Source: an optimization exercise on an open RTL-to-GDS flow (aim: small area and a short achievable clock period). Production flows keep margins and buffers that such runs may drop. Function was not checked in any run shown here: the RTL went through the layout flow alone. Power is estimated from default activity; no workload was simulated.

## flow/design.v (module list and top-level ports; edited modules follow where they fit)
// module control: 15 lines
// module ieeesub_pre: 24 lines
// module ieeesub_post: 21 lines
// module as_add25: 188 lines
// module mul_tree: 928 lines
// module ieeemul_pre: 14 lines
// module ieeemul_post: 10 lines
// module ieeedivision: 13 lines
// module ieecomp: 17 lines
// module finalmux_pre: 26 lines
// module finalmux_post: 14 lines
// module FPU: 30 lines
module FPU(
    input clk,
    input [31:0] A,
    input [31:0] B,
    input [2:0] OPC,
    output [31:0] OUT,
    output AEB,
    output ALB,
    output AGB
    );
  // ...
==> flow/run.sh <==
#!/bin/bash
# synth_recipe.tcl (not shown) runs the flow's synth.tcl, then flattens the netlist and writes it again
# the make line also repeats each setting of config.mk as NAME=value (left out here)
make -C /OpenROAD-flow-scripts/flow DESIGN_CONFIG=/design/flow/config.mk WORK_HOME=/design/flow/orfs CLKGATE_MAP_FILE= SYNTH_SCRIPT=/design/flow/synth_recipe.tcl finish
==> flow/config.mk <==
export PLATFORM = sky130hd
export DESIGN_NAME = FPU
export DESIGN_NICKNAME = FPU
export VERILOG_FILES = /design/flow/design.v
export SDC_FILE = /design/flow/constraint.sdc
export NUM_CORES = 4
export LEC_CHECK = 0
export CAP_MARGIN = 20
export CORE_MARGIN = 2
export CORE_UTILIZATION = 40
export SLEW_MARGIN = 20
==> flow/constraint.sdc <==
create_clock -name core_clock -period 13.0 [get_ports {clk}]
set_input_delay 2.6000 -clock core_clock [delete_from_list [all_inputs] [get_ports {clk}]]
set_output_delay 2.6000 -clock core_clock [all_outputs]
set_load 0.01 [all_outputs]
==> results.toml, run 1 <==
[grt]
use_met3_pct = 5.51
grtUsageMet2_pct = 49.9
grt_pass1_wl_um = 162000

[final_layout]
nFlopsAndLatches = 65
seq_area_um2 = 1300
nFillCells = 6544
largest_registers = "x1.q_st: 60 flops, x1.q_flg: 3 flops, x1.q_tag: 2 flops"
multi_input_area_um2 = 22200
utilization_pct = 43.6
largest-register = "x1.q_st"
fin_area_um2 = 28000
drive_above_1_share_pct = 5.43
insertedDiodeCount = 4
largest_reg_flops = 60
buffer_area_share_pct = 6.03

[sta]
setup_viol = 0
tns_ps = 0
post-route-period-util_pct = 83.4
rsz0062_at_grt = "no"
drv_slew = 0

[detailed_routing]
route.met2.wl_um = 46800
drt_iter0_markers = 2921
wl_per_cell_um = 25.4
antenna_left = 0

[logic_synthesis]
synth_mux_area_share_pct = 6.45
synth_top_area_share_pct = 20.6

[setup_path]
path_class = "input port to flip-flop"
cp.depth = 26

[flow_run]
cap_viol_max_count = 0

[clock_tree]
h-tree-depth = 3
cts_tree = "done"

[pwr]
comb-power_w = 0.00501
internal-power_w = 0.00239
clockPowerShare_pct = 4.5
power_w = 0.00563

[die]
taps = 855
rows = 93
fp.dieW_um = 258

[placed_design]
dp_cells = 4173

[hold_path]
hp-start = "OPC[2]"
min_to = "x1.q_st[21]"

[outcome]
status = "timing/DRC/antenna clean"
==> module ieeesub_pre, before the edit <==
module ieeesub_pre(
    input sub,
    input [31:0] A,
    input [31:0] B,
    input gt,
    input eq,
    output [34:0] st
    );
wire bs = B[31] ^ sub;
wire [22:0] mxm = gt ? A[22:0] : B[22:0];
wire [22:0] mnm = gt ? B[22:0] : A[22:0];
wire [7:0] mxe = gt ? A[30:23] : B[30:23];
wire sign = gt ? A[31] : bs;
wire effsub = (A[31] ^ bs) & ~eq;
wire [8:0] dab = {1'b0, A[30:23]} - {1'b0, B[30:23]};
wire [7:0] dba = B[30:23] - A[30:23];
wire [7:0] ediff = dab[8] ? dba : dab[7:0];
wire [23:0] sm = {1'b1, mnm} >> ediff;
wire [24:0] mb = {2'b01, mxm};
wire [24:0] s;
wire s_co;
as_add25 ad(mb, {1'b0, sm} ^ {25{effsub}}, effsub, s, s_co);
assign st = {effsub, sign, mxe, s};
endmodule
==> module ieeesub_post, before the edit <==
module ieeesub_post(
    input [34:0] st,
    output [31:0] out
    );
wire [24:0] s = st[24:0];
wire [7:0] e = st[32:25];
wire sign = st[33];
wire effsub = st[34];
wire [22:0] am = s[24] ? s[23:1] : s[22:0];
wire [7:0]  ae = e + {7'd0, s[24]};
reg [4:0] lz;
integer i;
always @* begin
    lz = 5'd0;
    for (i = 1; i <= 23; i = i + 1)
        if (s[i]) lz = 5'd23 - i[4:0];
end
wire [23:0] sl = s[23:0] << lz;
wire [7:0]  se = e - {3'd0, lz};
assign out = effsub ? {sign, se, sl[22:0]} : {sign, ae, am};
endmodule
==> module ieeemul_pre, before the edit <==
module ieeemul_pre(
    input [31:0] A,
    input [31:0] B,
    output [59:0] st,
    output zero
    );
wire [47:0] r0, r1;
mul_tree t({1'b1, A[22:0]}, {1'b1, B[22:0]}, r0, r1);
wire [23:0] lo = {1'b0, r0[22:0]} + {1'b0, r1[22:0]};
wire cin = lo[23];
wire [7:0] eb = A[30:23] + B[30:23] + 8'd129;
assign zero = (A == 32'd0) | (B == 32'd0);
assign st = {A[31] ^ B[31], eb, cin, r1[47:23], r0[47:23]};
endmodule
==> module ieeemul_post, before the edit <==
module ieeemul_post(
    input [59:0] st,
    output [31:0] ans
    );
wire [24:0] p = st[24:0] + st[49:25] + {24'd0, st[50]};   
wire [7:0] eb = st[58:51];
wire [7:0] e = eb + {7'd0, p[24]};
wire [22:0] m = p[24] ? p[23:1] : p[22:0];
assign ans = {st[59], e, m};
endmodule
==> module ieeedivision, before the edit <==
module ieeedivision(
    input [31:0] A,
    input [31:0] B,
    output [31:0] out
    );
wire [23:0] a = {1'b1, A[22:0]};
wire [25:0] a3 = {2'b00, a} + {1'b0, a, 1'b0};
wire q2 = B[22:0] > 23'd2796202;    
wire q4 = B[22:0] == 23'd0;
wire [22:0] m = q2 ? a[23:1] : (q4 ? a[22:0] : a3[24:2]);
wire [7:0] e = A[30:23] - B[30:23] + 8'd127;
assign out = {A[31] ^ B[31], e, m};
endmodule
==> module finalmux_pre, before the edit <==
module finalmux_pre(
    input [2:0] opc,
    input [34:0] st_as,
    input [59:0] st_mul,
    input mul_zero,
    input [31:0] div_r,
    input ceq,
    input clt,
    input cgt,
    output reg [59:0] st,
    output reg [1:0] tag,
    output [2:0] flg
    );
always @* begin
    st = 60'd0;
    tag = 2'd0;
    case (opc)
        3'd0, 3'd1: begin st = {25'd0, st_as}; tag = 2'd2; end
        3'd2: if (!mul_zero) begin st = st_mul; tag = 2'd1; end
        3'd3: st = {28'd0, div_r};
        default: ;
    endcase
end
wire is_cmp = (opc == 3'd4);
assign flg = {is_cmp & ceq, is_cmp & clt, is_cmp & cgt};
endmodule
==> module FPU, before the edit <==
module FPU(
    input clk,
    input [31:0] A,
    input [31:0] B,
    input [2:0] OPC,
    output [31:0] OUT,
    output AEB,
    output ALB,
    output AGB
    );
wire gt, eq;
wire ceq, clt, cgt;
wire [59:0] st_mul;
wire [34:0] st_as;
wire [31:0] o_div;
wire mul_zero;
wire [59:0] d_st, q_st;
wire [1:0] d_tag, q_tag;
wire [2:0] d_flg, q_flg;
wire [31:0] p_mul, p_as;
ieecomp      x6(A, B, gt, eq, ceq, clt, cgt);
ieeesub_pre  x2(OPC[0], A, B, gt, eq, st_as);
ieeemul_pre  x4(A, B, st_mul, mul_zero);
ieeedivision x5(A, B, o_div);
finalmux_pre x7(OPC, st_as, st_mul, mul_zero, o_div, ceq, clt, cgt, d_st, d_tag, d_flg);
control      x1(clk, d_st, d_tag, d_flg, q_st, q_tag, q_flg);
ieeemul_post x8(q_st, p_mul);
ieeesub_post x9(q_st[34:0], p_as);
finalmux_post x10(q_tag, q_st[31:0], p_mul, p_as, q_flg, OUT, AEB, ALB, AGB);
endmodule
==> inputs of run 2 (changes only) <==
--- a/flow/design.v
+++ b/flow/design.v
@@ -19,32 +19,36 @@
     input [31:0] B,
     input gt,
     input eq,
-    output [34:0] st
+    output [48:0] st
     );
 wire bs = B[31] ^ sub;
 wire [22:0] mxm = gt ? A[22:0] : B[22:0];
-wire [22:0] mnm = gt ? B[22:0] : A[22:0];
 wire [7:0] mxe = gt ? A[30:23] : B[30:23];
 wire sign = gt ? A[31] : bs;
 wire effsub = (A[31] ^ bs) & ~eq;
-wire [8:0] dab = {1'b0, A[30:23]} - {1'b0, B[30:23]};
+wire [7:0] dab = A[30:23] - B[30:23];
 wire [7:0] dba = B[30:23] - A[30:23];
-wire [7:0] ediff = dab[8] ? dba : dab[7:0];
-wire [23:0] sm = {1'b1, mnm} >> ediff;
+wire [23:0] sb, sa;
+align al_b({1'b1, B[22:0]}, dab, effsub, sb);
+align al_a({1'b1, A[22:0]}, dba, effsub, sa);
+wire [23:0] smx = gt ? sb : sa;
 wire [24:0] mb = {2'b01, mxm};
-wire [24:0] s;
-wire s_co;
-as_add25 ad(mb, {1'b0, sm} ^ {25{effsub}}, effsub, s, s_co);
-assign st = {effsub, sign, mxe, s};
+wire [24:0] yv = {effsub, smx};
+wire [11:0] sl;
+wire c12;
+as_lo12 lo(mb[11:0], yv[11:0], effsub, sl, c12);
+wire [12:0] h0, h1;
+as_hi13 hi(mb[24:12], yv[24:12], h0, h1);
+assign st = {effsub, sign, mxe, c12, h1, h0, sl};
 endmodule
 module ieeesub_post(
-    input [34:0] st,
+    input [48:0] st,
     output [31:0] out
     );
-wire [24:0] s = st[24:0];
-wire [7:0] e = st[32:25];
-wire sign = st[33];
-wire effsub = st[34];
+wire [24:0] s = {st[38] ? st[37:25] : st[24:12], st[11:0]};
+wire [7:0] e = st[46:39];
+wire sign = st[47];
+wire effsub = st[48];
 wire [22:0] am = s[24] ? s[23:1] : s[22:0];
 wire [7:0]  ae = e + {7'd0, s[24]};
 reg [4:0] lz;
@@ -58,7 +62,7 @@
 wire [7:0]  se = e - {3'd0, lz};
 assign out = effsub ? {sign, se, sl[22:0]} : {sign, ae, am};
 endmodule
-module as_add25(input [24:0] x, input [24:0] y, input ci, output [24:0] s, output co);
+module as_lo12(input [11:0] x, input [11:0] y, input ci, output [11:0] s, output co);
 wire a_g0_0 = x[0] & y[0];
 wire a_p0_0 = x[0] ^ y[0];
 wire a_g1_1 = x[1] & y[1];
@@ -83,32 +87,6 @@
 wire a_p10_10 = x[10] ^ y[10];
 wire a_g11_11 = x[11] & y[11];
 wire a_p11_11 = x[11] ^ y[11];
-wire a_g12_12 = x[12] & y[12];
-wire a_p12_12 = x[12] ^ y[12];
-wire a_g13_13 = x[13] & y[13];
-wire a_p13_13 = x[13] ^ y[13];
-wire a_g14_14 = x[14] & y[14];
-wire a_p14_14 = x[14] ^ y[14];
-wire a_g15_15 = x[15] & y[15];
-wire a_p15_15 = x[15] ^ y[15];
-wire a_g16_16 = x[16] & y[16];
-wire a_p16_16 = x[16] ^ y[16];
-wire a_g17_17 = x[17] & y[17];
-wire a_p17_17 = x[17] ^ y[17];
-wire a_g18_18 = x[18] & y[18];
-wire a_p18_18 = x[18] ^ y[18];
-wire a_g19_19 = x[19] & y[19];
-wire a_p19_19 = x[19] ^ y[19];
-wire a_g20_20 = x[20] & y[20];
-wire a_p20_20 = x[20] ^ y[20];
-wire a_g21_21 = x[21] & y[21];
-wire a_p21_21 = x[21] ^ y[21];
-wire a_g22_22 = x[22] & y[22];
-wire a_p22_22 = x[22] ^ y[22];
-wire a_g23_23 = x[23] & y[23];
-wire a_p23_23 = x[23] ^ y[23];
-wire a_g24_24 = x[24] & y[24];
-wire a_p24_24 = x[24] ^ y[24];
 wire a_g0c = a_g0_0 | (a_p0_0 & ci);
 wire a_G1 = a_g1_1 | (a_p1_1 & a_g0c);
 wire a_P1 = a_p1_1 & a_p0_0;
@@ -122,129 +100,163 @@
 wire a_P5 = a_p9_9 & a_p8_8;
 wire a_G6 = a_g11_11 | (a_p11_11 & a_g10_10);
 wire a_P6 = a_p11_11 & a_p10_10;
-wire a_G7 = a_g13_13 | (a_p13_13 & a_g12_12);
-wire a_P7 = a_p13_13 & a_p12_12;
-wire a_G8 = a_g15_15 | (a_p15_15 & a_g14_14);
-wire a_P8 = a_p15_15 & a_p14_14;
-wire a_G9 = a_g17_17 | (a_p17_17 & a_g16_16);
-wire a_P9 = a_p17_17 & a_p16_16;
-wire a_G10 = a_g19_19 | (a_p19_19 & a_g18_18);
-wire a_P10 = a_p19_19 & a_p18_18;
-wire a_G11 = a_g21_21 | (a_p21_21 & a_g20_20);
-wire a_P11 = a_p21_21 & a_p20_20;
-wire a_G12 = a_g23_23 | (a_p23_23 & a_g22_22);
-wire a_P12 = a_p23_23 & a_p22_22;
-wire a_G13 = a_g2_2 | (a_p2_2 & a_G1);
-wire a_P13 = a_p2_2 & a_P1;
-wire a_G14 = a_G2 | (a_P2 & a_G1);
-wire a_P14 = a_P2 & a_P1;
-wire a_G15 = a_g6_6 | (a_p6_6 & a_G3);
-wire a_P15 = a_p6_6 & a_P3;
-wire a_G16 = a_G4 | (a_P4 & a_G3);
-wire a_P16 = a_P4 & a_P3;
-wire a_G17 = a_g10_10 | (a_p10_10 & a_G5);
-wire a_P17 = a_p10_10 & a_P5;
-wire a_G18 = a_G6 | (a_P6 & a_G5);
-wire a_P18 = a_P6 & a_P5;
-wire a_G19 = a_g14_14 | (a_p14_14 & a_G7);
-wire a_P19 = a_p14_14 & a_P7;
-wire a_G20 = a_G8 | (a_P8 & a_G7);
-wire a_P20 = a_P8 & a_P7;
-wire a_G21 = a_g18_18 | (a_p18_18 & a_G9);
-wire a_P21 = a_p18_18 & a_P9;
-wire a_G22 = a_G10 | (a_P10 & a_G9);
-wire a_P22 = a_P10 & a_P9;
-wire a_G23 = a_g22_22 | (a_p22_22 & a_G11);
-wire a_P23 = a_p22_22 & a_P11;
-wire a_G24 = a_G12 | (a_P12 & a_G11);
-wire a_P24 = a_P12 & a_P11;
-wire a_G25 = a_g4_4 | (a_p4_4 & a_G14);
-wire a_P25 = a_p4_4 & a_P14;
-wire a_G26 = a_G3 | (a_P3 & a_G14);
-wire a_P26 = a_P3 & a_P14;
-wire a_G27 = a_G15 | (a_P15 & a_G14);
-wire a_P27 = a_P15 & a_P14;
-wire a_G28 = a_G16 | (a_P16 & a_G14);
-wire a_P28 = a_P16 & a_P14;
-wire a_G29 = a_g12_12 | (a_p12_12 & a_G18);
-wire a_P29 = a_p12_12 & a_P18;
-wire a_G30 = a_G7 | (a_P7 & a_G18);
-wire a_P30 = a_P7 & a_P18;
-wire a_G31 = a_G19 | (a_P19 & a_G18);
-wire a_P31 = a_P19 & a_P18;
-wire a_G32 = a_G20 | (a_P20 & a_G18);
-wire a_P32 = a_P20 & a_P18;
-wire a_G33 = a_g20_20 | (a_p20_20 & a_G22);
-wire a_P33 = a_p20_20 & a_P22;
-wire a_G34 = a_G11 | (a_P11 & a_G22);
-wire a_P34 = a_P11 & a_P22;
-wire a_G35 = a_G23 | (a_P23 & a_G22);
-wire a_P35 = a_P23 & a_P22;
-wire a_G36 = a_G24 | (a_P24 & a_G22);
-wire a_P36 = a_P24 & a_P22;
-wire a_G37 = a_g8_8 | (a_p8_8 & a_G28);
-wire a_P37 = a_p8_8 & a_P28;
-wire a_G38 = a_G5 | (a_P5 & a_G28);
-wire a_P38 = a_P5 & a_P28;
-wire a_G39 = a_G17 | (a_P17 & a_G28);
-wire a_P39 = a_P17 & a_P28;
-wire a_G40 = a_G18 | (a_P18 & a_G28);
-wire a_P40 = a_P18 & a_P28;
-wire a_G41 = a_G29 | (a_P29 & a_G28);
-wire a_P41 = a_P29 & a_P28;
-wire a_G42 = a_G30 | (a_P30 & a_G28);
-wire a_P42 = a_P30 & a_P28;
-wire a_G43 = a_G31 | (a_P31 & a_G28);
-wire a_P43 = a_P31 & a_P28;
-wire a_G44 = a_G32 | (a_P32 & a_G28);
-wire a_P44 = a_P32 & a_P28;
-wire a_G45 = a_g24_24 | (a_p24_24 & a_G36);
-wire a_P45 = a_p24_24 & a_P36;
-wire a_G46 = a_g16_16 | (a_p16_16 & a_G44);
-wire a_P46 = a_p16_16 & a_P44;
-wire a_G47 = a_G9 | (a_P9 & a_G44);
-wire a_P47 = a_P9 & a_P44;
-wire a_G48 = a_G21 | (a_P21 & a_G44);
-wire a_P48 = a_P21 & a_P44;
-wire a_G49 = a_G22 | (a_P22 & a_G44);
-wire a_P49 = a_P22 & a_P44;
-wire a_G50 = a_G33 | (a_P33 & a_G44);
-wire a_P50 = a_P33 & a_P44;
-wire a_G51 = a_G34 | (a_P34 & a_G44);
-wire a_P51 = a_P34 & a_P44;
-wire a_G52 = a_G35 | (a_P35 & a_G44);
-wire a_P52 = a_P35 & a_P44;
-wire a_G53 = a_G36 | (a_P36 & a_G44);
-wire a_P53 = a_P36 & a_P44;
-wire a_G54 = a_G45 | (a_P45 & a_G44);
-wire a_P54 = a_P45 & a_P44;
+wire a_G7 = a_g2_2 | (a_p2_2 & a_G1);
+wire a_P7 = a_p2_2 & a_P1;
+wire a_G8 = a_G2 | (a_P2 & a_G1);
+wire a_P8 = a_P2 & a_P1;
+wire a_G9 = a_g6_6 | (a_p6_6 & a_G3);
+wire a_P9 = a_p6_6 & a_P3;
+wire a_G10 = a_G4 | (a_P4 & a_G3);
+wire a_P10 = a_P4 & a_P3;
+wire a_G11 = a_g10_10 | (a_p10_10 & a_G5);
+wire a_P11 = a_p10_10 & a_P5;
+wire a_G12 = a_G6 | (a_P6 & a_G5);
+wire a_P12 = a_P6 & a_P5;
+wire a_G13 = a_g4_4 | (a_p4_4 & a_G8);
+wire a_P13 = a_p4_4 & a_P8;
+wire a_G14 = a_G3 | (a_P3 & a_G8);
+wire a_P14 = a_P3 & a_P8;
+wire a_G15 = a_G9 | (a_P9 & a_G8);
+wire a_P15 = a_P9 & a_P8;
+wire a_G16 = a_G10 | (a_P10 & a_G8);
+wire a_P16 = a_P10 & a_P8;
+wire a_G17 = a_g8_8 | (a_p8_8 & a_G16);
+wire a_P17 = a_p8_8 & a_P16;
+wire a_G18 = a_G5 | (a_P5 & a_G16);
+wire a_P18 = a_P5 & a_P16;
+wire a_G19 = a_G11 | (a_P11 & a_G16);
+wire a_P19 = a_P11 & a_P16;
+wire a_G20 = a_G12 | (a_P12 & a_G16);
+wire a_P20 = a_P12 & a_P16;
 wire a_s0 = a_p0_0 ^ ci;
 wire a_s1 = a_p1_1 ^ a_g0c;
 wire a_s2 = a_p2_2 ^ a_G1;
-wire a_s3 = a_p3_3 ^ a_G13;
-wire a_s4 = a_p4_4 ^ a_G14;
-wire a_s5 = a_p5_5 ^ a_G25;
-wire a_s6 = a_p6_6 ^ a_G26;
-wire a_s7 = a_p7_7 ^ a_G27;
-wire a_s8 = a_p8_8 ^ a_G28;
-wire a_s9 = a_p9_9 ^ a_G37;
-wire a_s10 = a_p10_10 ^ a_G38;
-wire a_s11 = a_p11_11 ^ a_G39;
-wire a_s12 = a_p12_12 ^ a_G40;
-wire a_s13 = a_p13_13 ^ a_G41;
-wire a_s14 = a_p14_14 ^ a_G42;
-wire a_s15 = a_p15_15 ^ a_G43;
-wire a_s16 = a_p16_16 ^ a_G44;
-wire a_s17 = a_p17_17 ^ a_G46;
-wire a_s18 = a_p18_18 ^ a_G47;
-wire a_s19 = a_p19_19 ^ a_G48;
-wire a_s20 = a_p20_20 ^ a_G49;
-wire a_s21 = a_p21_21 ^ a_G50;
-wire a_s22 = a_p22_22 ^ a_G51;
-wire a_s23 = a_p23_23 ^ a_G52;
-wire a_s24 = a_p24_24 ^ a_G53;
-assign s = {a_s24, a_s23, a_s22, a_s21, a_s20, a_s19, a_s18, a_s17, a_s16, a_s15, a_s14, a_s13, a_s12, a_s11, a_s10, a_s9, a_s8, a_s7, a_s6, a_s5, a_s4, a_s3, a_s2, a_s1, a_s0};
-assign co = a_G54;
+wire a_s3 = a_p3_3 ^ a_G7;
+wire a_s4 = a_p4_4 ^ a_G8;
+wire a_s5 = a_p5_5 ^ a_G13;
+wire a_s6 = a_p6_6 ^ a_G14;
+wire a_s7 = a_p7_7 ^ a_G15;
+wire a_s8 = a_p8_8 ^ a_G16;
+wire a_s9 = a_p9_9 ^ a_G17;
+wire a_s10 = a_p10_10 ^ a_G18;
+wire a_s11 = a_p11_11 ^ a_G19;
+assign s = {a_s11, a_s10, a_s9, a_s8, a_s7, a_s6, a_s5, a_s4, a_s3, a_s2, a_s1, a_s0};
+assign co = a_G20;
+endmodule
+module as_hi13(input [12:0] x, input [12:0] y, output [12:0] s0, output [12:0] s1);
+wire c_g0 = x[0] & y[0];
+wire c_p0 = x[0] ^ y[0];
+wire c_g1 = x[1] & y[1];
+wire c_p1 = x[1] ^ y[1];
+wire c_g2 = x[2] & y[2];
+wire c_p2 = x[2] ^ y[2];
+wire c_g3 = x[3] & y[3];
+wire c_p3 = x[3] ^ y[3];
+wire c_g4 = x[4] & y[4];
+wire c_p4 = x[4] ^ y[4];
+wire c_g5 = x[5] & y[5];
+wire c_p5 = x[5] ^ y[5];
+wire c_g6 = x[6] & y[6];
+wire c_p6 = x[6] ^ y[6];
+wire c_g7 = x[7] & y[7];
+wire c_p7 = x[7] ^ y[7];
+wire c_g8 = x[8] & y[8];
+wire c_p8 = x[8] ^ y[8];
+wire c_g9 = x[9] & y[9];
+wire c_p9 = x[9] ^ y[9];
+wire c_g10 = x[10] & y[10];
+wire c_p10 = x[10] ^ y[10];
+wire c_g11 = x[11] & y[11];
+wire c_p11 = x[11] ^ y[11];
+wire c_g12 = x[12] & y[12];
+wire c_p12 = x[12] ^ y[12];
+wire c_G1 = c_g1 | (c_p1 & c_g0);
+wire c_P1 = c_p1 & c_p0;
+wire c_G2 = c_g3 | (c_p3 & c_g2);
+wire c_P2 = c_p3 & c_p2;
+wire c_G3 = c_g5 | (c_p5 & c_g4);
+wire c_P3 = c_p5 & c_p4;
+wire c_G4 = c_g7 | (c_p7 & c_g6);
+wire c_P4 = c_p7 & c_p6;
+wire c_G5 = c_g9 | (c_p9 & c_g8);
+wire c_P5 = c_p9 & c_p8;
+wire c_G6 = c_g11 | (c_p11 & c_g10);
+wire c_P6 = c_p11 & c_p10;
+wire c_G7 = c_g2 | (c_p2 & c_G1);
+wire c_P7 = c_p2 & c_P1;
+wire c_G8 = c_G2 | (c_P2 & c_G1);
+wire c_P8 = c_P2 & c_P1;
+wire c_G9 = c_g6 | (c_p6 & c_G3);
+wire c_P9 = c_p6 & c_P3;
+wire c_G10 = c_G4 | (c_P4 & c_G3);
+wire c_P10 = c_P4 & c_P3;
+wire c_G11 = c_g10 | (c_p10 & c_G5);
+wire c_P11 = c_p10 & c_P5;
+wire c_G12 = c_G6 | (c_P6 & c_G5);
+wire c_P12 = c_P6 & c_P5;
+wire c_G13 = c_g4 | (c_p4 & c_G8);
+wire c_P13 = c_p4 & c_P8;
+wire c_G14 = c_G3 | (c_P3 & c_G8);
+wire c_P14 = c_P3 & c_P8;
+wire c_G15 = c_G9 | (c_P9 & c_G8);
+wire c_P15 = c_P9 & c_P8;
+wire c_G16 = c_G10 | (c_P10 & c_G8);
+wire c_P16 = c_P10 & c_P8;
+wire c_G17 = c_g12 | (c_p12 & c_G12);
+wire c_P17 = c_p12 & c_P12;
+wire c_G18 = c_g8 | (c_p8 & c_G16);
+wire c_P18 = c_p8 & c_P16;
+wire c_G19 = c_G5 | (c_P5 & c_G16);
+wire c_P19 = c_P5 & c_P16;
+wire c_G20 = c_G11 | (c_P11 & c_G16);
+wire c_P20 = c_P11 & c_P16;
+wire c_G21 = c_G12 | (c_P12 & c_G16);
+wire c_P21 = c_P12 & c_P16;
+wire c_G22 = c_G17 | (c_P17 & c_G16);
+wire c_P22 = c_P17 & c_P16;
+wire c_t0 = ~c_p0;
+wire c_s0_1 = c_p1 ^ c_g0;
+wire c_s1_1 = c_p1 ^ (c_g0 | c_p0);
+wire c_s0_2 = c_p2 ^ c_G1;
+wire c_s1_2 = c_p2 ^ (c_G1 | c_P1);
+wire c_s0_3 = c_p3 ^ c_G7;
+wire c_s1_3 = c_p3 ^ (c_G7 | c_P7);
+wire c_s0_4 = c_p4 ^ c_G8;
+wire c_s1_4 = c_p4 ^ (c_G8 | c_P8);
+wire c_s0_5 = c_p5 ^ c_G13;
+wire c_s1_5 = c_p5 ^ (c_G13 | c_P13);
+wire c_s0_6 = c_p6 ^ c_G14;
+wire c_s1_6 = c_p6 ^ (c_G14 | c_P14);
+wire c_s0_7 = c_p7 ^ c_G15;
+wire c_s1_7 = c_p7 ^ (c_G15 | c_P15);
+wire c_s0_8 = c_p8 ^ c_G16;
+wire c_s1_8 = c_p8 ^ (c_G16 | c_P16);
+wire c_s0_9 = c_p9 ^ c_G18;
+wire c_s1_9 = c_p9 ^ (c_G18 | c_P18);
+wire c_s0_10 = c_p10 ^ c_G19;
+wire c_s1_10 = c_p10 ^ (c_G19 | c_P19);
+wire c_s0_11 = c_p11 ^ c_G20;
+wire c_s1_11 = c_p11 ^ (c_G20 | c_P20);
+wire c_s0_12 = c_p12 ^ c_G21;
+wire c_s1_12 = c_p12 ^ (c_G21 | c_P21);
+assign s0 = {c_s0_12, c_s0_11, c_s0_10, c_s0_9, c_s0_8, c_s0_7, c_s0_6, c_s0_5, c_s0_4, c_s0_3, c_s0_2, c_s0_1, c_p0};
+assign s1 = {c_s1_12, c_s1_11, c_s1_10, c_s1_9, c_s1_8, c_s1_7, c_s1_6, c_s1_5, c_s1_4, c_s1_3, c_s1_2, c_s1_1, c_t0};
+endmodule
+module align(
+    input [23:0] x,
+    input [7:0] d,
+    input inv,
+    output [23:0] y
+    );
+wire [23:0] xi = x ^ {24{inv}};
+wire [23:0] f = {24{inv}};
+wire [23:0] t0 = d[0] ? {f[0],    xi[23:1]}  : xi;
+wire [23:0] t1 = d[1] ? {f[1:0],  t0[23:2]}  : t0;
+wire [23:0] t2 = d[2] ? {f[3:0],  t1[23:4]}  : t1;
+wire [23:0] t3 = d[3] ? {f[7:0],  t2[23:8]}  : t2;
+wire [23:0] t4 = d[4] ? {f[15:0], t3[23:16]} : t3;
+wire out_all = (d[7:5] != 3'd0) | (d[4] & d[3]);
+assign y = out_all ? f : t4;
 endmodule
 module mul_tree(input [23:0] a, input [23:0] b, output [47:0] r0, output [47:0] r1);
 wire w1 = (b[1] & ~b[0]);
@@ -1182,8 +1194,9 @@
     );
 wire [47:0] r0, r1;
 mul_tree t({1'b1, A[22:0]}, {1'b1, B[22:0]}, r0, r1);
-wire [23:0] lo = {1'b0, r0[22:0]} + {1'b0, r1[22:0]};
-wire cin = lo[23];
+wire [22:0] lo;
+wire cin;
+mul_lo23 lc(r0[22:0], r1[22:0], 1'b0, lo, cin);
 wire [7:0] eb = A[30:23] + B[30:23] + 8'd129;
 assign zero = (A == 32'd0) | (B == 32'd0);
 assign st = {A[31] ^ B[31], eb, cin, r1[47:23], r0[47:23]};
@@ -1192,25 +1205,529 @@
     input [59:0] st,
     output [31:0] ans
     );
-wire [24:0] p = st[24:0] + st[49:25] + {24'd0, st[50]};   
+wire [24:0] p;   
+wire p_co;
+mul_hi25 hc(st[24:0], st[49:25], st[50], p, p_co);
 wire [7:0] eb = st[58:51];
 wire [7:0] e = eb + {7'd0, p[24]};
 wire [22:0] m = p[24] ? p[23:1] : p[22:0];
 assign ans = {st[59], e, m};
 endmodule
+module mul_lo23(input [22:0] x, input [22:0] y, input ci, output [22:0] s, output co);
+wire a_g0_0 = x[0] & y[0];
+wire a_p0_0 = x[0] ^ y[0];
+wire a_g1_1 = x[1] & y[1];
+wire a_p1_1 = x[1] ^ y[1];
+wire a_g2_2 = x[2] & y[2];
+wire a_p2_2 = x[2] ^ y[2];
+wire a_g3_3 = x[3] & y[3];
+wire a_p3_3 = x[3] ^ y[3];
+wire a_g4_4 = x[4] & y[4];
+wire a_p4_4 = x[4] ^ y[4];
+wire a_g5_5 = x[5] & y[5];
+wire a_p5_5 = x[5] ^ y[5];
+wire a_g6_6 = x[6] & y[6];
+wire a_p6_6 = x[6] ^ y[6];
+wire a_g7_7 = x[7] & y[7];
+wire a_p7_7 = x[7] ^ y[7];
+wire a_g8_8 = x[8] & y[8];
+wire a_p8_8 = x[8] ^ y[8];
+wire a_g9_9 = x[9] & y[9];
+wire a_p9_9 = x[9] ^ y[9];
+wire a_g10_10 = x[10] & y[10];
+wire a_p10_10 = x[10] ^ y[10];
+wire a_g11_11 = x[11] & y[11];
+wire a_p11_11 = x[11] ^ y[11];
+wire a_g12_12 = x[12] & y[12];
+wire a_p12_12 = x[12] ^ y[12];
+wire a_g13_13 = x[13] & y[13];
+wire a_p13_13 = x[13] ^ y[13];
+wire a_g14_14 = x[14] & y[14];
+wire a_p14_14 = x[14] ^ y[14];
+wire a_g15_15 = x[15] & y[15];
+wire a_p15_15 = x[15] ^ y[15];
+wire a_g16_16 = x[16] & y[16];
+wire a_p16_16 = x[16] ^ y[16];
+wire a_g17_17 = x[17] & y[17];
+wire a_p17_17 = x[17] ^ y[17];
+wire a_g18_18 = x[18] & y[18];
+wire a_p18_18 = x[18] ^ y[18];
+wire a_g19_19 = x[19] & y[19];
+wire a_p19_19 = x[19] ^ y[19];
+wire a_g20_20 = x[20] & y[20];
+wire a_p20_20 = x[20] ^ y[20];
+wire a_g21_21 = x[21] & y[21];
+wire a_p21_21 = x[21] ^ y[21];
+wire a_g22_22 = x[22] & y[22];
+wire a_p22_22 = x[22] ^ y[22];
+wire a_g0c = a_g0_0 | (a_p0_0 & ci);
+wire a_G1 = a_g1_1 | (a_p1_1 & a_g0c);
+wire a_P1 = a_p1_1 & a_p0_0;
+wire a_G2 = a_g3_3 | (a_p3_3 & a_g2_2);
+wire a_P2 = a_p3_3 & a_p2_2;
+wire a_G3 = a_g5_5 | (a_p5_5 & a_g4_4);
+wire a_P3 = a_p5_5 & a_p4_4;
+wire a_G4 = a_g7_7 | (a_p7_7 & a_g6_6);
+wire a_P4 = a_p7_7 & a_p6_6;
+wire a_G5 = a_g9_9 | (a_p9_9 & a_g8_8);
+wire a_P5 = a_p9_9 & a_p8_8;
+wire a_G6 = a_g11_11 | (a_p11_11 & a_g10_10);
+wire a_P6 = a_p11_11 & a_p10_10;
+wire a_G7 = a_g13_13 | (a_p13_13 & a_g12_12);
+wire a_P7 = a_p13_13 & a_p12_12;
+wire a_G8 = a_g15_15 | (a_p15_15 & a_g14_14);
+wire a_P8 = a_p15_15 & a_p14_14;
+wire a_G9 = a_g17_17 | (a_p17_17 & a_g16_16);
+wire a_P9 = a_p17_17 & a_p16_16;
+wire a_G10 = a_g19_19 | (a_p19_19 & a_g18_18);
+wire a_P10 = a_p19_19 & a_p18_18;
+wire a_G11 = a_g21_21 | (a_p21_21 & a_g20_20);
+wire a_P11 = a_p21_21 & a_p20_20;
+wire a_G12 = a_G2 | (a_P2 & a_G1);
+wire a_P12 = a_P2 & a_P1;
+wire a_G13 = a_G4 | (a_P4 & a_G3);
+wire a_P13 = a_P4 & a_P3;
+wire a_G14 = a_G6 | (a_P6 & a_G5);
+wire a_P14 = a_P6 & a_P5;
+wire a_G15 = a_G8 | (a_P8 & a_G7);
+wire a_P15 = a_P8 & a_P7;
+wire a_G16 = a_G10 | (a_P10 & a_G9);
+wire a_P16 = a_P10 & a_P9;
+wire a_G17 = a_G13 | (a_P13 & a_G12);
+wire a_P17 = a_P13 & a_P12;
+wire a_G18 = a_G15 | (a_P15 & a_G14);
+wire a_P18 = a_P15 & a_P14;
+wire a_G19 = a_G18 | (a_P18 & a_G17);
+wire a_P19 = a_P18 & a_P17;
+wire a_G20 = a_G14 | (a_P14 & a_G17);
+wire a_P20 = a_P14 & a_P17;
+wire a_G21 = a_G16 | (a_P16 & a_G19);
+wire a_P21 = a_P16 & a_P19;
+wire a_G22 = a_G3 | (a_P3 & a_G12);
+wire a_P22 = a_P3 & a_P12;
+wire a_G23 = a_G5 | (a_P5 & a_G17);
+wire a_P23 = a_P5 & a_P17;
+wire a_G24 = a_G7 | (a_P7 & a_G20);
+wire a_P24 = a_P7 & a_P20;
+wire a_G25 = a_G9 | (a_P9 & a_G19);
+wire a_P25 = a_P9 & a_P19;
+wire a_G26 = a_G11 | (a_P11 & a_G21);
+wire a_P26 = a_P11 & a_P21;
+wire a_G27 = a_g2_2 | (a_p2_2 & a_G1);
+wire a_P27 = a_p2_2 & a_P1;
+wire a_G28 = a_g4_4 | (a_p4_4 & a_G12);
+wire a_P28 = a_p4_4 & a_P12;
+wire a_G29 = a_g6_6 | (a_p6_6 & a_G22);
+wire a_P29 = a_p6_6 & a_P22;
+wire a_G30 = a_g8_8 | (a_p8_8 & a_G17);
+wire a_P30 = a_p8_8 & a_P17;
+wire a_G31 = a_g10_10 | (a_p10_10 & a_G23);
+wire a_P31 = a_p10_10 & a_P23;
+wire a_G32 = a_g12_12 | (a_p12_12 & a_G20);
+wire a_P32 = a_p12_12 & a_P20;
+wire a_G33 = a_g14_14 | (a_p14_14 & a_G24);
+wire a_P33 = a_p14_14 & a_P24;
+wire a_G34 = a_g16_16 | (a_p16_16 & a_G19);
+wire a_P34 = a_p16_16 & a_P19;
+wire a_G35 = a_g18_18 | (a_p18_18 & a_G25);
+wire a_P35 = a_p18_18 & a_P25;
+wire a_G36 = a_g20_20 | (a_p20_20 & a_G21);
+wire a_P36 = a_p20_20 & a_P21;
+wire a_G37 = a_g22_22 | (a_p22_22 & a_G26);
+wire a_P37 = a_p22_22 & a_P26;
+wire a_s0 = a_p0_0 ^ ci;
+wire a_s1 = a_p1_1 ^ a_g0c;
+wire a_s2 = a_p2_2 ^ a_G1;
+wire a_s3 = a_p3_3 ^ a_G27;
+wire a_s4 = a_p4_4 ^ a_G12;
+wire a_s5 = a_p5_5 ^ a_G28;
+wire a_s6 = a_p6_6 ^ a_G22;
+wire a_s7 = a_p7_7 ^ a_G29;
+wire a_s8 = a_p8_8 ^ a_G17;
+wire a_s9 = a_p9_9 ^ a_G30;
+wire a_s10 = a_p10_10 ^ a_G23;
+wire a_s11 = a_p11_11 ^ a_G31;
+wire a_s12 = a_p12_12 ^ a_G20;
+wire a_s13 = a_p13_13 ^ a_G32;
+wire a_s14 = a_p14_14 ^ a_G24;
+wire a_s15 = a_p15_15 ^ a_G33;
+wire a_s16 = a_p16_16 ^ a_G19;
+wire a_s17 = a_p17_17 ^ a_G34;
+wire a_s18 = a_p18_18 ^ a_G25;
+wire a_s19 = a_p19_19 ^ a_G35;
+wire a_s20 = a_p20_20 ^ a_G21;
+wire a_s21 = a_p21_21 ^ a_G36;
+wire a_s22 = a_p22_22 ^ a_G26;
+assign s = {a_s22, a_s21, a_s20, a_s19, a_s18, a_s17, a_s16, a_s15, a_s14, a_s13, a_s12, a_s11, a_s10, a_s9, a_s8, a_s7, a_s6, a_s5, a_s4, a_s3, a_s2, a_s1, a_s0};
+assign co = a_G37;
+endmodule
+module mul_hi25(input [24:0] x, input [24:0] y, input ci, output [24:0] s, output co);
+wire a_g0_0 = x[0] & y[0];
+wire a_p0_0 = x[0] ^ y[0];
+wire a_g1_1 = x[1] & y[1];
+wire a_p1_1 = x[1] ^ y[1];
+wire a_g2_2 = x[2] & y[2];
+wire a_p2_2 = x[2] ^ y[2];
+wire a_g3_3 = x[3] & y[3];
+wire a_p3_3 = x[3] ^ y[3];
+wire a_g4_4 = x[4] & y[4];
+wire a_p4_4 = x[4] ^ y[4];
+wire a_g5_5 = x[5] & y[5];
+wire a_p5_5 = x[5] ^ y[5];
+wire a_g6_6 = x[6] & y[6];
+wire a_p6_6 = x[6] ^ y[6];
+wire a_g7_7 = x[7] & y[7];
+wire a_p7_7 = x[7] ^ y[7];
+wire a_g8_8 = x[8] & y[8];
+wire a_p8_8 = x[8] ^ y[8];
+wire a_g9_9 = x[9] & y[9];
+wire a_p9_9 = x[9] ^ y[9];
+wire a_g10_10 = x[10] & y[10];
+wire a_p10_10 = x[10] ^ y[10];
+wire a_g11_11 = x[11] & y[11];
+wire a_p11_11 = x[11] ^ y[11];
+wire a_g12_12 = x[12] & y[12];
+wire a_p12_12 = x[12] ^ y[12];
+wire a_g13_13 = x[13] & y[13];
+wire a_p13_13 = x[13] ^ y[13];
+wire a_g14_14 = x[14] & y[14];
+wire a_p14_14 = x[14] ^ y[14];
+wire a_g15_15 = x[15] & y[15];
+wire a_p15_15 = x[15] ^ y[15];
+wire a_g16_16 = x[16] & y[16];
+wire a_p16_16 = x[16] ^ y[16];
+wire a_g17_17 = x[17] & y[17];
+wire a_p17_17 = x[17] ^ y[17];
+wire a_g18_18 = x[18] & y[18];
+wire a_p18_18 = x[18] ^ y[18];
+wire a_g19_19 = x[19] & y[19];
+wire a_p19_19 = x[19] ^ y[19];
+wire a_g20_20 = x[20] & y[20];
+wire a_p20_20 = x[20] ^ y[20];
+wire a_g21_21 = x[21] & y[21];
+wire a_p21_21 = x[21] ^ y[21];
+wire a_g22_22 = x[22] & y[22];
+wire a_p22_22 = x[22] ^ y[22];
+wire a_g23_23 = x[23] & y[23];
+wire a_p23_23 = x[23] ^ y[23];
+wire a_g24_24 = x[24] & y[24];
+wire a_p24_24 = x[24] ^ y[24];
+wire a_g0c = a_g0_0 | (a_p0_0 & ci);
+wire a_G1 = a_g1_1 | (a_p1_1 & a_g0c);
+wire a_P1 = a_p1_1 & a_p0_0;
+wire a_G2 = a_g3_3 | (a_p3_3 & a_g2_2);
+wire a_P2 = a_p3_3 & a_p2_2;
+wire a_G3 = a_g5_5 | (a_p5_5 & a_g4_4);
+wire a_P3 = a_p5_5 & a_p4_4;
+wire a_G4 = a_g7_7 | (a_p7_7 & a_g6_6);
+wire a_P4 = a_p7_7 & a_p6_6;
+wire a_G5 = a_g9_9 | (a_p9_9 & a_g8_8);
+wire a_P5 = a_p9_9 & a_p8_8;
+wire a_G6 = a_g11_11 | (a_p11_11 & a_g10_10);
+wire a_P6 = a_p11_11 & a_p10_10;
+wire a_G7 = a_g13_13 | (a_p13_13 & a_g12_12);
+wire a_P7 = a_p13_13 & a_p12_12;
+wire a_G8 = a_g15_15 | (a_p15_15 & a_g14_14);
+wire a_P8 = a_p15_15 & a_p14_14;
+wire a_G9 = a_g17_17 | (a_p17_17 & a_g16_16);
+wire a_P9 = a_p17_17 & a_p16_16;
+wire a_G10 = a_g19_19 | (a_p19_19 & a_g18_18);
+wire a_P10 = a_p19_19 & a_p18_18;
+wire a_G11 = a_g21_21 | (a_p21_21 & a_g20_20);
+wire a_P11 = a_p21_21 & a_p20_20;
+wire a_G12 = a_g23_23 | (a_p23_23 & a_g22_22);
+wire a_P12 = a_p23_23 & a_p22_22;
+wire a_G13 = a_g2_2 | (a_p2_2 & a_G1);
+wire a_P13 = a_p2_2 & a_P1;
+wire a_G14 = a_G2 | (a_P2 & a_G1);
+wire a_P14 = a_P2 & a_P1;
+wire a_G15 = a_g6_6 | (a_p6_6 & a_G3);
+wire a_P15 = a_p6_6 & a_P3;
+wire a_G16 = a_G4 | (a_P4 & a_G3);
+wire a_P16 = a_P4 & a_P3;
+wire a_G17 = a_g10_10 | (a_p10_10 & a_G5);
+wire a_P17 = a_p10_10 & a_P5;
+wire a_G18 = a_G6 | (a_P6 & a_G5);
+wire a_P18 = a_P6 & a_P5;
+wire a_G19 = a_g14_14 | (a_p14_14 & a_G7);
+wire a_P19 = a_p14_14 & a_P7;
+wire a_G20 = a_G8 | (a_P8 & a_G7);
+wire a_P20 = a_P8 & a_P7;
+wire a_G21 = a_g18_18 | (a_p18_18 & a_G9);
+wire a_P21 = a_p18_18 & a_P9;
+wire a_G22 = a_G10 | (a_P10 & a_G9);
+wire a_P22 = a_P10 & a_P9;
+wire a_G23 = a_g22_22 | (a_p22_22 & a_G11);
+wire a_P23 = a_p22_22 & a_P11;
+wire a_G24 = a_G12 | (a_P12 & a_G11);
+wire a_P24 = a_P12 & a_P11;
+wire a_G25 = a_g4_4 | (a_p4_4 & a_G14);
+wire a_P25 = a_p4_4 & a_P14;
+wire a_G26 = a_G3 | (a_P3 & a_G14);
+wire a_P26 = a_P3 & a_P14;
+wire a_G27 = a_G15 | (a_P15 & a_G14);
+wire a_P27 = a_P15 & a_P14;
+wire a_G28 = a_G16 | (a_P16 & a_G14);
+wire a_P28 = a_P16 & a_P14;
+wire a_G29 = a_g12_12 | (a_p12_12 & a_G18);
+wire a_P29 = a_p12_12 & a_P18;
+wire a_G30 = a_G7 | (a_P7 & a_G18);
+wire a_P30 = a_P7 & a_P18;
+wire a_G31 = a_G19 | (a_P19 & a_G18);
+wire a_P31 = a_P19 & a_P18;
+wire a_G32 = a_G20 | (a_P20 & a_G18);
+wire a_P32 = a_P20 & a_P18;
+wire a_G33 = a_g20_20 | (a_p20_20 & a_G22);
+wire a_P33 = a_p20_20 & a_P22;
+wire a_G34 = a_G11 | (a_P11 & a_G22);
+wire a_P34 = a_P11 & a_P22;
+wire a_G35 = a_G23 | (a_P23 & a_G22);
+wire a_P35 = a_P23 & a_P22;
+wire a_G36 = a_G24 | (a_P24 & a_G22);
+wire a_P36 = a_P24 & a_P22;
+wire a_G37 = a_g8_8 | (a_p8_8 & a_G28);
+wire a_P37 = a_p8_8 & a_P28;
+wire a_G38 = a_G5 | (a_P5 & a_G28);
+wire a_P38 = a_P5 & a_P28;
+wire a_G39 = a_G17 | (a_P17 & a_G28);
+wire a_P39 = a_P17 & a_P28;
+wire a_G40 = a_G18 | (a_P18 & a_G28);
+wire a_P40 = a_P18 & a_P28;
+wire a_G41 = a_G29 | (a_P29 & a_G28);
+wire a_P41 = a_P29 & a_P28;
+wire a_G42 = a_G30 | (a_P30 & a_G28);
+wire a_P42 = a_P30 & a_P28;
+wire a_G43 = a_G31 | (a_P31 & a_G28);
+wire a_P43 = a_P31 & a_P28;
+wire a_G44 = a_G32 | (a_P32 & a_G28);
+wire a_P44 = a_P32 & a_P28;
+wire a_G45 = a_g24_24 | (a_p24_24 & a_G36);
+wire a_P45 = a_p24_24 & a_P36;
+wire a_G46 = a_g16_16 | (a_p16_16 & a_G44);
+wire a_P46 = a_p16_16 & a_P44;
+wire a_G47 = a_G9 | (a_P9 & a_G44);
+wire a_P47 = a_P9 & a_P44;
+wire a_G48 = a_G21 | (a_P21 & a_G44);
+wire a_P48 = a_P21 & a_P44;
+wire a_G49 = a_G22 | (a_P22 & a_G44);
+wire a_P49 = a_P22 & a_P44;
+wire a_G50 = a_G33 | (a_P33 & a_G44);
+wire a_P50 = a_P33 & a_P44;
+wire a_G51 = a_G34 | (a_P34 & a_G44);
+wire a_P51 = a_P34 & a_P44;
+wire a_G52 = a_G35 | (a_P35 & a_G44);
+wire a_P52 = a_P35 & a_P44;
+wire a_G53 = a_G36 | (a_P36 & a_G44);
+wire a_P53 = a_P36 & a_P44;
+wire a_G54 = a_G45 | (a_P45 & a_G44);
+wire a_P54 = a_P45 & a_P44;
+wire a_s0 = a_p0_0 ^ ci;
+wire a_s1 = a_p1_1 ^ a_g0c;
+wire a_s2 = a_p2_2 ^ a_G1;
+wire a_s3 = a_p3_3 ^ a_G13;
+wire a_s4 = a_p4_4 ^ a_G14;
+wire a_s5 = a_p5_5 ^ a_G25;
+wire a_s6 = a_p6_6 ^ a_G26;
+wire a_s7 = a_p7_7 ^ a_G27;
+wire a_s8 = a_p8_8 ^ a_G28;
+wire a_s9 = a_p9_9 ^ a_G37;
+wire a_s10 = a_p10_10 ^ a_G38;
+wire a_s11 = a_p11_11 ^ a_G39;
+wire a_s12 = a_p12_12 ^ a_G40;
+wire a_s13 = a_p13_13 ^ a_G41;
+wire a_s14 = a_p14_14 ^ a_G42;
+wire a_s15 = a_p15_15 ^ a_G43;
+wire a_s16 = a_p16_16 ^ a_G44;
+wire a_s17 = a_p17_17 ^ a_G46;
+wire a_s18 = a_p18_18 ^ a_G47;
+wire a_s19 = a_p19_19 ^ a_G48;
+wire a_s20 = a_p20_20 ^ a_G49;
+wire a_s21 = a_p21_21 ^ a_G50;
+wire a_s22 = a_p22_22 ^ a_G51;
+wire a_s23 = a_p23_23 ^ a_G52;
+wire a_s24 = a_p24_24 ^ a_G53;
+assign s = {a_s24, a_s23, a_s22, a_s21, a_s20, a_s19, a_s18, a_s17, a_s16, a_s15, a_s14, a_s13, a_s12, a_s11, a_s10, a_s9, a_s8, a_s7, a_s6, a_s5, a_s4, a_s3, a_s2, a_s1, a_s0};
+assign co = a_G54;
+endmodule
 module ieeedivision(
     input [31:0] A,
     input [31:0] B,
     output [31:0] out
     );
 wire [23:0] a = {1'b1, A[22:0]};
-wire [25:0] a3 = {2'b00, a} + {1'b0, a, 1'b0};
+wire [24:0] a3;
+wire a3_co;
+div_add25 ad({1'b0, a}, {a, 1'b0}, 1'b0, a3, a3_co);
 wire q2 = B[22:0] > 23'd2796202;    
 wire q4 = B[22:0] == 23'd0;
 wire [22:0] m = q2 ? a[23:1] : (q4 ? a[22:0] : a3[24:2]);
 wire [7:0] e = A[30:23] - B[30:23] + 8'd127;
 assign out = {A[31] ^ B[31], e, m};
 endmodule
+module div_add25(input [24:0] x, input [24:0] y, input ci, output [24:0] s, output co);
+wire a_g0_0 = x[0] & y[0];
+wire a_p0_0 = x[0] ^ y[0];
+wire a_g1_1 = x[1] & y[1];
+wire a_p1_1 = x[1] ^ y[1];
+wire a_g2_2 = x[2] & y[2];
+wire a_p2_2 = x[2] ^ y[2];
+wire a_g3_3 = x[3] & y[3];
+wire a_p3_3 = x[3] ^ y[3];
+wire a_g4_4 = x[4] & y[4];
+wire a_p4_4 = x[4] ^ y[4];
+wire a_g5_5 = x[5] & y[5];
+wire a_p5_5 = x[5] ^ y[5];
+wire a_g6_6 = x[6] & y[6];
+wire a_p6_6 = x[6] ^ y[6];
+wire a_g7_7 = x[7] & y[7];
+wire a_p7_7 = x[7] ^ y[7];
+wire a_g8_8 = x[8] & y[8];
+wire a_p8_8 = x[8] ^ y[8];
+wire a_g9_9 = x[9] & y[9];
+wire a_p9_9 = x[9] ^ y[9];
+wire a_g10_10 = x[10] & y[10];
+wire a_p10_10 = x[10] ^ y[10];
+wire a_g11_11 = x[11] & y[11];
+wire a_p11_11 = x[11] ^ y[11];
+wire a_g12_12 = x[12] & y[12];
+wire a_p12_12 = x[12] ^ y[12];
+wire a_g13_13 = x[13] & y[13];
+wire a_p13_13 = x[13] ^ y[13];
+wire a_g14_14 = x[14] & y[14];
+wire a_p14_14 = x[14] ^ y[14];
+wire a_g15_15 = x[15] & y[15];
+wire a_p15_15 = x[15] ^ y[15];
+wire a_g16_16 = x[16] & y[16];
+wire a_p16_16 = x[16] ^ y[16];
+wire a_g17_17 = x[17] & y[17];
+wire a_p17_17 = x[17] ^ y[17];
+wire a_g18_18 = x[18] & y[18];
+wire a_p18_18 = x[18] ^ y[18];
+wire a_g19_19 = x[19] & y[19];
+wire a_p19_19 = x[19] ^ y[19];
+wire a_g20_20 = x[20] & y[20];
+wire a_p20_20 = x[20] ^ y[20];
+wire a_g21_21 = x[21] & y[21];
+wire a_p21_21 = x[21] ^ y[21];
+wire a_g22_22 = x[22] & y[22];
+wire a_p22_22 = x[22] ^ y[22];
+wire a_g23_23 = x[23] & y[23];
+wire a_p23_23 = x[23] ^ y[23];
+wire a_g24_24 = x[24] & y[24];
+wire a_p24_24 = x[24] ^ y[24];
+wire a_g0c = a_g0_0 | (a_p0_0 & ci);
+wire a_G1 = a_g1_1 | (a_p1_1 & a_g0c);
+wire a_P1 = a_p1_1 & a_p0_0;
+wire a_G2 = a_g3_3 | (a_p3_3 & a_g2_2);
+wire a_P2 = a_p3_3 & a_p2_2;
+wire a_G3 = a_g5_5 | (a_p5_5 & a_g4_4);
+wire a_P3 = a_p5_5 & a_p4_4;
+wire a_G4 = a_g7_7 | (a_p7_7 & a_g6_6);
+wire a_P4 = a_p7_7 & a_p6_6;
+wire a_G5 = a_g9_9 | (a_p9_9 & a_g8_8);
+wire a_P5 = a_p9_9 & a_p8_8;
+wire a_G6 = a_g11_11 | (a_p11_11 & a_g10_10);
+wire a_P6 = a_p11_11 & a_p10_10;
+wire a_G7 = a_g13_13 | (a_p13_13 & a_g12_12);
+wire a_P7 = a_p13_13 & a_p12_12;
+wire a_G8 = a_g15_15 | (a_p15_15 & a_g14_14);
+wire a_P8 = a_p15_15 & a_p14_14;
+wire a_G9 = a_g17_17 | (a_p17_17 & a_g16_16);
+wire a_P9 = a_p17_17 & a_p16_16;
+wire a_G10 = a_g19_19 | (a_p19_19 & a_g18_18);
+wire a_P10 = a_p19_19 & a_p18_18;
+wire a_G11 = a_g21_21 | (a_p21_21 & a_g20_20);
+wire a_P11 = a_p21_21 & a_p20_20;
+wire a_G12 = a_g23_23 | (a_p23_23 & a_g22_22);
+wire a_P12 = a_p23_23 & a_p22_22;
+wire a_G13 = a_G2 | (a_P2 & a_G1);
+wire a_P13 = a_P2 & a_P1;
+wire a_G14 = a_G4 | (a_P4 & a_G3);
+wire a_P14 = a_P4 & a_P3;
+wire a_G15 = a_G6 | (a_P6 & a_G5);
+wire a_P15 = a_P6 & a_P5;
+wire a_G16 = a_G8 | (a_P8 & a_G7);
+wire a_P16 = a_P8 & a_P7;
+wire a_G17 = a_G10 | (a_P10 & a_G9);
+wire a_P17 = a_P10 & a_P9;
+wire a_G18 = a_G12 | (a_P12 & a_G11);
+wire a_P18 = a_P12 & a_P11;
+wire a_G19 = a_G14 | (a_P14 & a_G13);
+wire a_P19 = a_P14 & a_P13;
+wire a_G20 = a_G16 | (a_P16 & a_G15);
+wire a_P20 = a_P16 & a_P15;
+wire a_G21 = a_G18 | (a_P18 & a_G17);
+wire a_P21 = a_P18 & a_P17;
+wire a_G22 = a_G20 | (a_P20 & a_G19);
+wire a_P22 = a_P20 & a_P19;
+wire a_G23 = a_G21 | (a_P21 & a_G22);
+wire a_P23 = a_P21 & a_P22;
+wire a_G24 = a_G15 | (a_P15 & a_G19);
+wire a_P24 = a_P15 & a_P19;
+wire a_G25 = a_G17 | (a_P17 & a_G22);
+wire a_P25 = a_P17 & a_P22;
+wire a_G26 = a_G3 | (a_P3 & a_G13);
+wire a_P26 = a_P3 & a_P13;
+wire a_G27 = a_G5 | (a_P5 & a_G19);
+wire a_P27 = a_P5 & a_P19;
+wire a_G28 = a_G7 | (a_P7 & a_G24);
+wire a_P28 = a_P7 & a_P24;
+wire a_G29 = a_G9 | (a_P9 & a_G22);
+wire a_P29 = a_P9 & a_P22;
+wire a_G30 = a_G11 | (a_P11 & a_G25);
+wire a_P30 = a_P11 & a_P25;
+wire a_G31 = a_g2_2 | (a_p2_2 & a_G1);
+wire a_P31 = a_p2_2 & a_P1;
+wire a_G32 = a_g4_4 | (a_p4_4 & a_G13);
+wire a_P32 = a_p4_4 & a_P13;
+wire a_G33 = a_g6_6 | (a_p6_6 & a_G26);
+wire a_P33 = a_p6_6 & a_P26;
+wire a_G34 = a_g8_8 | (a_p8_8 & a_G19);
+wire a_P34 = a_p8_8 & a_P19;
+wire a_G35 = a_g10_10 | (a_p10_10 & a_G27);
+wire a_P35 = a_p10_10 & a_P27;
+wire a_G36 = a_g12_12 | (a_p12_12 & a_G24);
+wire a_P36 = a_p12_12 & a_P24;
+wire a_G37 = a_g14_14 | (a_p14_14 & a_G28);
+wire a_P37 = a_p14_14 & a_P28;
+wire a_G38 = a_g16_16 | (a_p16_16 & a_G22);
+wire a_P38 = a_p16_16 & a_P22;
+wire a_G39 = a_g18_18 | (a_p18_18 & a_G29);
+wire a_P39 = a_p18_18 & a_P29;
+wire a_G40 = a_g20_20 | (a_p20_20 & a_G25);
+wire a_P40 = a_p20_20 & a_P25;
+wire a_G41 = a_g22_22 | (a_p22_22 & a_G30);
+wire a_P41 = a_p22_22 & a_P30;
+wire a_G42 = a_g24_24 | (a_p24_24 & a_G23);
+wire a_P42 = a_p24_24 & a_P23;
+wire a_s0 = a_p0_0 ^ ci;
+wire a_s1 = a_p1_1 ^ a_g0c;
+wire a_s2 = a_p2_2 ^ a_G1;
+wire a_s3 = a_p3_3 ^ a_G31;
+wire a_s4 = a_p4_4 ^ a_G13;
+wire a_s5 = a_p5_5 ^ a_G32;
+wire a_s6 = a_p6_6 ^ a_G26;
+wire a_s7 = a_p7_7 ^ a_G33;
+wire a_s8 = a_p8_8 ^ a_G19;
+wire a_s9 = a_p9_9 ^ a_G34;
+wire a_s10 = a_p10_10 ^ a_G27;
+wire a_s11 = a_p11_11 ^ a_G35;
+wire a_s12 = a_p12_12 ^ a_G24;
+wire a_s13 = a_p13_13 ^ a_G36;
+wire a_s14 = a_p14_14 ^ a_G28;
+wire a_s15 = a_p15_15 ^ a_G37;
+wire a_s16 = a_p16_16 ^ a_G22;
+wire a_s17 = a_p17_17 ^ a_G38;
+wire a_s18 = a_p18_18 ^ a_G29;
+wire a_s19 = a_p19_19 ^ a_G39;
+wire a_s20 = a_p20_20 ^ a_G25;
+wire a_s21 = a_p21_21 ^ a_G40;
+wire a_s22 = a_p22_22 ^ a_G30;
+wire a_s23 = a_p23_23 ^ a_G41;
+wire a_s24 = a_p24_24 ^ a_G23;
+assign s = {a_s24, a_s23, a_s22, a_s21, a_s20, a_s19, a_s18, a_s17, a_s16, a_s15, a_s14, a_s13, a_s12, a_s11, a_s10, a_s9, a_s8, a_s7, a_s6, a_s5, a_s4, a_s3, a_s2, a_s1, a_s0};
+assign co = a_G42;
+endmodule
 module ieecomp(
     input [31:0] A,
     input [31:0] B,
@@ -1230,7 +1747,7 @@
 endmodule
 module finalmux_pre(
     input [2:0] opc,
-    input [34:0] st_as,
+    input [48:0] st_as,
     input [59:0] st_mul,
     input mul_zero,
     input [31:0] div_r,
@@ -1245,7 +1762,7 @@
     st = 60'd0;
     tag = 2'd0;
     case (opc)
-        3'd0, 3'd1: begin st = {25'd0, st_as}; tag = 2'd2; end
+        3'd0, 3'd1: begin st = {11'd0, st_as}; tag = 2'd2; end
         3'd2: if (!mul_zero) begin st = st_mul; tag = 2'd1; end
         3'd3: st = {28'd0, div_r};
         default: ;
@@ -1281,7 +1798,7 @@
 wire gt, eq;
 wire ceq, clt, cgt;
 wire [59:0] st_mul;
-wire [34:0] st_as;
+wire [48:0] st_as;
 wire [31:0] o_div;
 wire mul_zero;
 wire [59:0] d_st, q_st;
@@ -1295,6 +1812,6 @@
 finalmux_pre x7(OPC, st_as, st_mul, mul_zero, o_div, ceq, clt, cgt, d_st, d_tag, d_flg);
 control      x1(clk, d_st, d_tag, d_flg, q_st, q_tag, q_flg);
 ieeemul_post x8(q_st, p_mul);
-ieeesub_post x9(q_st[34:0], p_as);
+ieeesub_post x9(q_st[48:0], p_as);
 finalmux_post x10(q_tag, q_st[31:0], p_mul, p_as, q_flg, OUT, AEB, ALB, AGB);
 endmodule
==> flow/flow/run.sh (new file) <==
#!/bin/bash
# Standard layout (the standard.sh: standard synthesis, floorplan, place,
# CTS, route, finish) with two changes to how timing is repaired:
#  - port buffers are buf_2 cells instead of the slow delay-buffer cell the
#    resizer picks by default (every input and output still gets a buffer);
#  - timing repair aims at 5 ns of setup slack.
# The design is still laid out and signed off at the design's clock period.
# make's full output goes to layout.log; each ORFS step logs under orfs/logs.
set -euo pipefail
bash standard.sh SETUP_SLACK_MARGIN=5 \
  "BUFFER_PORTS_ARGS=-buffer_cell sky130_fd_sc_hd__buf_2" finish > layout.log 2>&1
==> flow/standard.sh (new file) <==
#!/bin/bash
# synth_recipe.tcl (not shown) runs the flow's synth.tcl, then flattens the netlist and writes it again
# the make line also repeats each setting of config.mk as NAME=value (left out here)
make -C /OpenROAD-flow-scripts/flow DESIGN_CONFIG=/design/flow/config.mk WORK_HOME=/design/flow/orfs CLKGATE_MAP_FILE= SYNTH_SCRIPT=/design/flow/synth_recipe.tcl "${@:-finish}"
--- a/flow/config.mk
+++ b/flow/config.mk
@@ -8,4 +8,5 @@
 export CAP_MARGIN = 20
 export CORE_MARGIN = 2
 export CORE_UTILIZATION = 40
+export SETUP_SLACK_MARGIN = 5
 export SLEW_MARGIN = 20
removed: flow/run.sh
==> results.toml, run 2 <==
[logic_synthesis]
async_flop_share_pct = 0
avgSynthCellArea_um2 = 7.68
netlist_area_um2 = 27300
synth_cell_types = 91
synth_xor_area_share_pct = 12.3
yosys_warnings = 3
synth_compound_area_share_pct = 22.4
ys_seq_area_share_pct = 4.77
post-synth-top-count-cell = "inv_1"
synth_top_family_by_area = "adder cells"
synth-edff-count = 0
synth_mux_area_share_pct = 7.00
synth_largest_area_cell = "fa_1"
synth_flop_cell = "dfxtp_1"
yosys-top-cells-count = "inv_1 (394), nand2_1 (380), xnor2_1 (333), o21ai_0 (282), fa_1 (276)"
syn_nets = 4105
synth-simple-area-share_pct = 13.9
yosys-top-cells-area = "fa_1 (20%), xnor2_1 (11%), ha_1 (9.5%)"
syn_inst = 3553
ys_seq_elements = 65
synth_top_area_share_pct = 20.3
yosys.area_share.adder_pct = 30.0

[placed_design]
post-dp-hpwl_um = 82300
place_area_um2 = 28400
gp_congestion = 0.974
portBuffers = 102

[clock_tree]
max-clock-path-buffers = 2
h-tree-depth = 3
clk_pin_slew_ps = 60
cts_inserted_buffers = 9
cts_sinks = 65
cts_root_buf = "clkbuf_16"
cts_tree = "done"

[final_layout]
final_cell_mix = "inv_1 (389), nand2_1 (379), xnor2_1 (330)"
nets = 4040
fin_area_um2 = 29300
largest_registers = "x1.q_st: 60 flops, x1.q_flg: 3 flops, x1.q_tag: 2 flops"
area_delta_synth_final_pct = 7.28
layout_commonest_cell = "inv_1"
largest_reg_flops = 60
insertedDiodeCount = 0
drive_above_1_share_pct = 9.68
largest-register = "x1.q_st"

[setup_path]
crit_top_cell = "inv_1"
path_class = "input port to flip-flop"
endpoint = "x1.q_st[21]"
crit_path_start = "A[23]"
start_kind = "input port"
slowest_delay_ps = 500
path_max_fanout = 24
cp-end-kind = "flip-flop"
slowest_stage = "a2111o_1"
cp.arrival_ps = 8040
critPathRequiredTime_ps = 13210

[die]
io_pins = 103
rows = 95
initial_core_util_pct = 40.5
fp.dieW_um = 265
die_y_um = 265
core-area_um2 = 67300
die_area_um2 = 70300

[detailed_routing]
dr.pass1.iters = 9
drc = 0
routed_wirelength_um = 114000
drt_iter0_markers = 3734
avgViaCountPerCell = 6.21
vias = 27100
antenna_left = 0
wl_per_cell_um = 26.0

[grt]
first_global_vias = 25800
grt_pass1_wl_um = 169000
grt_overflow = 0
track_usage_pct = 31.5
grt_start_max_net_pins = 51
antenna_found_initial = 0

[sta]
period_minus_slack_ps = 7840
hold_violations = 0
setup_viol = 0
drv_slew = 0
worst_slew_pin_slew_ps = 1100
rsz0062_at_grt = "yes"
tns_ps = 0
post-route-period-util_pct = 60.3
worst_hold_slack_ps = 2550
fmax_ghz = 0.128
relSlewSlack_pct = 26.7

[pwr]
ir_drop_uv = 206
power_density_nw_per_um2 = 227
p_leak_nw = 12.5

[hold_path]
hold_path_class = "input port to flip-flop"

[flow_run]
cap_viol_max_count = 0

[outcome]
status = "timing/DRC/antenna clean"
run 2: repair_timing:
item | CTS | global route
buffers inserted | 10 | 10
resized for setup | 29 | 56
pin swaps | 3 | 5
endpoints found under the setup margin | 38 | 19
gates cloned | 1 | 3
hold buffers | 0 | 0
run 2: cell families (layout without fill, tap and decap cells):
| group | count (synthesis) | after routing |
|---|---|---|
| simple gates | 833 | 833 |
| mux | 159 | 159 |
| buf+inv | 682 | 621 |
| xor+xnor | 381 | 381 |
| flops | 65 | 65 |
| compound gates | 944 | 945 |
| fa+ha+maj | 489 | 489 |
run 2: cell type report:
cell class	count	area, um2
Tap cell	873	1090
Sequential cell	65	1300
Multi-Input combinational cell	2807	23600
Clock buffer	10	239
Inverter	403	1550
Clock inverter	6	90.1
Fill cell	6888	38000
Timing Repair Buffer	202	1410
run 2: critical path: cells and delay by family:
family | cells | cell delay [ps]
compound gates | 12 | 2580
fa+ha+maj | 3 | 1220
simple gates | 2 | 370
buf+inv | 7 | 940
xor+xnor | 2 | 320
run 2: worst min-delay path by stage:
stage | from | end | slack, ps | cells after the start
finish | OPC[2] | x1.q_st[31] | 2550 | 2
global route | OPC[2] | x1.q_st[31] | 2580 | 2
detailed placement | OPC[2] | x1.q_st[31] | 2910 | 2
floorplan | A[31] | x1.q_flg[1] | 2750 | 2
global placement | OPC[2] | x1.q_st[31] | 2900 | 2
CTS | OPC[2] | x1.q_st[31] | 2540 | 2
run 2: metrics by stage:
stage | setup WS (ps) | utilization [%] | std cells | total power [W]
global placement | 3540 | 42.2 | 4326 | 0.00615
CTS | 5000 | 42.9 | 4353 | 0.00649
global route | 4930 | 43.5 | 4366 | 0.00714
finish | 5160 | 43.5 | 4366 | 0.00665
floorplan | 5010 | - | 3553 | 0.00395
detailed placement | 3440 | 42.2 | 4326 | 0.00615
run 2: routing by layer:
metal,GRT usage [%],up-vias,wire [um]
li1,-,12000,-
met1,43.9,13000,46500
met2,47.6,1838,48100
met3,5.42,335,12700
met4,14.5,0,6290
met5,0,-,0
run 2: where the power goes:
part / switching (W) / leakage (nW) / total, W / internal, W
Sequential: 0.000165 / 0.537 / 0.000422 / 0.000257
Clock: 0.000102 / 0.159 / 0.000276 / 0.000174
Combinational: 0.00370 / 11.8 / 0.00595 / 0.00225
Total: 0.00397 / 12.5 / 0.00665 / 0.00268

==> what the ideal ports hide <==
Ports are ideal in the flow. The routed layouts listed here were re-timed in OpenROAD. Step 1 (the two cells are an assumption about what drives the block):
set clk [get_ports {clk}]
set_driving_cell -lib_cell sky130_fd_sc_hd__clkbuf_16 $clk
set_driving_cell -lib_cell sky130_fd_sc_hd__buf_2 [delete_from_list [all_inputs] $clk]
Step 2 times the ports against the registers' clock, not the clock port: input delays grow and output delays shrink by t, the midpoint of the rising clock arrivals with the driver on. Slacks: no drivers / after step 1 / after step 2; pairs: no drivers / after step 1.
run | shift t [ns] | slack for setup (ns) | worst setup path after step 2 | worst register clock-pin slew, ns
run 1 | 0.379 | 2.160 / 2.178 / 1.800 | input to register | 0.06 / 0.06
run 2 | 0.397 | 5.164 / 5.180 / 4.784 | input to register | 0.07 / 0.07
After both steps every run listed still meets setup and hold. For run 2, which loses most, drivers alone change the setup slack by +0.016 ns; drivers and shift together by -0.380 ns.
